What follows belongs to an exercise in optimizing a design on an open flow for small area; a production flow would make more cautious choices. Only simulation tests tie the RTL to the original design; equivalence was not proved.

==> 07-05 <==
==> flow/design.v <==
module randt (
    input clk,
    input rst,
    input i_Rx_Serial,
    output o_Rx_DV,
    output [7:0] o_Rx_Byte,
    output active,
    output reg tx
);
    parameter IDLE = 3'b000;
    parameter START = 3'b001;
    parameter DATA_STATE = 3'b010;
    parameter STOP = 3'b011;
    parameter CLEAN = 3'b100;
    parameter clks_bit = 434;
    reg [2:0] current_state;
    reg [8:0] clk_count;
    reg [2:0] index_bit;
    reg [7:0] data;
    reg active_reg;
    parameter S_IDLE = 3'b000;
    parameter S_RX_START_BIT = 3'b001;
    parameter S_RX_DATA_BITS = 3'b010;
    parameter S_RX_STOP_BIT = 3'b011;
    parameter S_CLEANUP = 3'b100;
    reg r_Rx_Data_R;
    reg r_Rx_Data;
    reg [12:0] r_Clock_Count;
    reg [2:0] r_Bit_Index;
    reg [7:0] r_Rx_Byte;
    reg r_Rx_DV;
    reg [2:0] r_SM_Main;
    reg start_received;
    reg stop_received;
    always @(posedge clk or posedge rst) begin
        if (rst) begin
            r_Rx_Data_R <= 1'b1;
            r_Rx_Data <= 1'b1;
        end else begin
            r_Rx_Data_R <= i_Rx_Serial;
            r_Rx_Data <= r_Rx_Data_R;
        end
    end
    always @(posedge clk or posedge rst) begin
        if (rst) begin
            r_SM_Main <= S_IDLE;
            r_Rx_DV <= 1'b0;
            r_Clock_Count <= 0;
            r_Bit_Index <= 0;
            r_Rx_Byte <= 8'b0;
            start_received <= 0;
            stop_received <= 0;
        end else begin
            case (r_SM_Main)
                S_IDLE: begin
                    r_Rx_DV <= 1'b0;
                    r_Clock_Count <= 0;
                    r_Bit_Index <= 0;
                    if (r_Rx_Data == 1'b0) 
                        r_SM_Main <= S_RX_START_BIT;
                end
                S_RX_START_BIT: begin
                    if (r_Clock_Count == (clks_bit - 1) / 2) begin
                        if (r_Rx_Data == 1'b0) begin
                            r_Clock_Count <= 0;
                            r_SM_Main <= S_RX_DATA_BITS;
                        end else begin
                            r_SM_Main <= S_IDLE;
                        end
                    end else begin
                        r_Clock_Count <= r_Clock_Count + 1;
                    end
                end
                S_RX_DATA_BITS: begin
                    if (r_Clock_Count < clks_bit - 1) begin
                        r_Clock_Count <= r_Clock_Count + 1;
                    end else begin
                        r_Clock_Count <= 0;
                        r_Rx_Byte[r_Bit_Index] <= r_Rx_Data;
                        if (r_Bit_Index < 7) begin
                            r_Bit_Index <= r_Bit_Index + 1;
                        end else begin
                            r_SM_Main <= S_RX_STOP_BIT;
                        end
                    end
                end
                S_RX_STOP_BIT: begin
                    if (r_Clock_Count < clks_bit - 1) begin
                        r_Clock_Count <= r_Clock_Count + 1;
                    end else begin
                        r_Rx_DV <= 1'b1;
                        r_Clock_Count <= 0;
                        r_SM_Main <= S_CLEANUP;
                    end
                end
                S_CLEANUP: begin
                    r_SM_Main <= S_IDLE;
                    r_Rx_DV <= 1'b0;
                end
            endcase
        end
    end
    assign o_Rx_DV = r_Rx_DV;
    assign o_Rx_Byte = r_Rx_Byte;
  always @(posedge clk or posedge rst) begin
    if (rst) begin
        current_state <= IDLE;
        tx <= 1'b1;
        active_reg <= 0;
        clk_count <= 0;
        index_bit <= 0;
    end else begin
        case (current_state)
            IDLE: begin
                if (o_Rx_DV) begin
                    data <= o_Rx_Byte;
                    active_reg <= 1'b1;
                    index_bit <= 0;   
                    current_state <= START;
                end
            end
            START: begin
                tx <= 1'b0;
                if (clk_count < clks_bit - 1) clk_count <= clk_count + 1;
                else begin
                    clk_count <= 0;
                    current_state <= DATA_STATE;
                end
            end
            DATA_STATE: begin
                tx <= data[index_bit];
                if (clk_count < clks_bit - 1) begin
                    clk_count <= clk_count + 1;
                end else begin
                    clk_count <= 0;
                    if (index_bit < 7) begin
                        index_bit <= index_bit + 1;
                    end else begin
                        current_state <= STOP;
                    end
                end
            end
            STOP: begin
                tx <= 1'b1;
                if (clk_count < clks_bit - 1) clk_count <= clk_count + 1;
                else begin
                    clk_count <= 0;
                    active_reg <= 1'b0;
                    current_state <= IDLE;   
                end
            end
        endcase
    end
end
    assign active = active_reg;
endmodule
==> flow/run.sh <==
#!/bin/bash
# synth_recipe.tcl (not shown) runs the flow's synth.tcl, then flattens the netlist and writes it again
# the make line also repeats each setting of config.mk as NAME=value (left out here)
make -C /OpenROAD-flow-scripts/flow DESIGN_CONFIG=/design/flow/config.mk WORK_HOME=/design/flow/orfs CLKGATE_MAP_FILE= SYNTH_SCRIPT=/design/flow/synth_recipe.tcl finish
==> flow/config.mk <==
export PLATFORM = sky130hd
export DESIGN_NAME = randt
export DESIGN_NICKNAME = randt
export VERILOG_FILES = /design/flow/design.v
export SDC_FILE = /design/flow/constraint.sdc
export NUM_CORES = 4
export LEC_CHECK = 0
export CAP_MARGIN = 20
export CORE_MARGIN = 2
export CORE_UTILIZATION = 40
export SLEW_MARGIN = 20
==> flow/constraint.sdc <==
create_clock -name core_clock -period 20.0 [get_ports {clk}]
set_input_delay 4.0000 -clock core_clock [delete_from_list [all_inputs] [get_ports {clk}]]
set_output_delay 4.0000 -clock core_clock [all_outputs]
set_load 0.01 [all_outputs]
==> 01-13 (differences from 07-05) <==
==> flow/design.v (replaced) <==
module randt (
    input clk,
    input rst,
    input i_Rx_Serial,
    output o_Rx_DV,
    output [7:0] o_Rx_Byte,
    output active,
    output reg tx
);
    localparam [8:0] C216 = 9'b000011101;
    localparam [8:0] C433 = 9'b110010010;
    localparam [8:0] C0   = 9'b000000000;
    localparam [3:0] R_IDLE  = 4'd0;
    localparam [3:0] R_START = 4'd1;
    localparam [3:0] R_STOP  = 4'd2;
    localparam [3:0] R_CLEAN = 4'd3;
    localparam [3:0] T_IDLE  = 4'd0;
    localparam [3:0] T_START = 4'd1;
    localparam [3:0] T_STOP  = 4'd2;
    reg r_Rx_Data_R;
    reg r_Rx_Data;
    reg [3:0] rs;
    reg [8:0] rc;
    reg [7:0] data;
    reg [3:0] ts;
    reg [8:0] tc;
    always @(posedge clk or posedge rst) begin
        if (rst) begin
            r_Rx_Data_R <= 1'b1;
            r_Rx_Data <= 1'b1;
        end else begin
            r_Rx_Data_R <= i_Rx_Serial;
            r_Rx_Data <= r_Rx_Data_R;
        end
    end
    wire r_hit = (rs == R_START) ? (rc == C216) : (rc == C433);
    wire r_clr = (rs == R_IDLE) || (rs == R_CLEAN) || r_hit;
    always @(posedge clk) begin
        rc[0] <= ~((rc[8] ^ rc[4]) | r_clr);
        rc[8:1] <= ~(rc[7:0] | {8{r_clr}});
    end
    always @(posedge clk or posedge rst) begin
        if (rst) begin
            rs <= R_IDLE;
        end else begin
            case (rs)
                R_IDLE:  if (!r_Rx_Data) rs <= R_START;
                R_START: if (r_hit) rs <= r_Rx_Data ? R_IDLE : 4'b1000;
                R_STOP:  if (r_hit) rs <= R_CLEAN;
                R_CLEAN: rs <= R_IDLE;
                default: if (rs[3] && r_hit) rs <= (rs == 4'b1111) ? R_STOP : rs + 4'd1;
            endcase
        end
    end
    always @(posedge clk) begin
        if (rs[3] && r_hit) data[rs[2:0]] <= r_Rx_Data;
    end
    assign o_Rx_DV = (rs == R_CLEAN);
    assign o_Rx_Byte = data;
    wire t_hit = (tc == C433);
    wire t_clr = (ts == T_IDLE) || t_hit;
    always @(posedge clk) begin
        tc[0] <= ~((tc[8] ^ tc[4]) | t_clr);
        tc[8:1] <= ~(tc[7:0] | {8{t_clr}});
    end
    always @(posedge clk or posedge rst) begin
        if (rst) begin
            ts <= T_IDLE;
        end else begin
            case (ts)
                T_IDLE:  if (o_Rx_DV) ts <= T_START;
                T_START: if (t_hit) ts <= 4'b1000;
                T_STOP:  if (t_hit) ts <= T_IDLE;
                default: if (ts[3] && t_hit) ts <= (ts == 4'b1111) ? T_STOP : ts + 4'd1;
            endcase
        end
    end
    always @(posedge clk or posedge rst) begin
        if (rst) begin
            tx <= 1'b1;
        end else if (tc == C0) begin
            tx <= (ts == T_START) ? 1'b0 : ts[3] ? data[ts[2:0]] : 1'b1;
        end
    end
    assign active = (ts != T_IDLE);
endmodule
==> flow/flow/run.sh (new file) <==
#!/bin/bash
# Standard ORFS layout, with two changes:
#  - synthesis maps logic with an area-oriented ABC script and without the
#    half/full-adder extraction step (same Yosys script, same registers);
#  - ports are buffered with the smallest buffer instead of clkdlybuf4s50_1.
set -euo pipefail
rm -rf myscripts
cp -r "$FLOW_HOME/scripts" myscripts
cp flow/abc_area.script myscripts/abc_area.script
bash standard.sh SCRIPTS_DIR="$PWD/myscripts" ABC_AREA=1 ADDER_MAP_FILE= synth > synth.log 2>&1
bash standard.sh "BUFFER_PORTS_ARGS=-buffer_cell sky130_fd_sc_hd__buf_1" finish > layout.log 2>&1
==> flow/flow/abc_area.script (new file) <==
strash
&get -n
&fraig -x
&put
scorr
dc2
strash
dch -f
map -a
strash
dch -f
map -a
==> flow/standard.sh (new file) <==
#!/bin/bash
# synth_recipe.tcl (not shown) runs the flow's synth.tcl, then flattens the netlist and writes it again
# the make line also repeats each setting of config.mk as NAME=value (left out here)
make -C /OpenROAD-flow-scripts/flow DESIGN_CONFIG=/design/flow/config.mk WORK_HOME=/design/flow/orfs CLKGATE_MAP_FILE= SYNTH_SCRIPT=/design/flow/synth_recipe.tcl "${@:-finish}"
removed: flow/run.sh
==> results.yml <==
layout:
  sh_seq_area_pct: 44.1
  layout_commonest_cell: "dfrtp_1"
  fill_cells: 658
  final_cell_mix: "43 x dfrtp_1, 21 x nand2_1, 20 x nand3_1, 20 x nor2_1, 14 x inv_1"
synthesis:
  syn_avg_cell_area_um2: 10.1
  ys_seq_elements: 54
timing:
  hold_slack_ns: 0.362
  clock_skew_ns: 0.00897
setup_path:
  r2r_end: "r_Rx_Byte[0]"
route:
  top_layer_used: "met4"
floorplan:
  die_h_um: 88.6
outcome:
  outcome: "finished clean"
global_routing:
  use_met3_pct: 3.64
(the above is from 07-05)
==> results.yml <==
layout:
  sh_seq_area_pct: 51.9
route:
  top_layer_used: "met3"
global_routing:
  use_met3_pct: 5.90
floorplan:
  die_h_um: 64.8
timing:
  clock_skew_ns: 0.00482
  hold_slack_ns: 0.356
outcome:
  outcome: "finished clean"
(the above is from 01-13)

-- what the ideal ports hide --
No port has a modelled driver above. Below, the same layouts with a new extraction and two added sets of constraints.
Step 1 assumes that a clkbuf_16 drives the clock port and a buf_2 every other input.
Step 2 times the ports against the registers' clock, not the clock port: input delays grow and output delays shrink by t, the midpoint of the rising clock arrivals with the driver on.
a / b / c = ideal / step 1 / step 2; a / b = the first two.
run	shift t [ns]	setup WS [ns]	worst register clock-pin slew, ns
07-05	0.328	14.649 / 14.620 / 14.696	0.10 / 0.10
01-13	0.299	14.378 / 14.357 / 14.656	0.07 / 0.07
After both steps setup and hold are still met in every run listed.
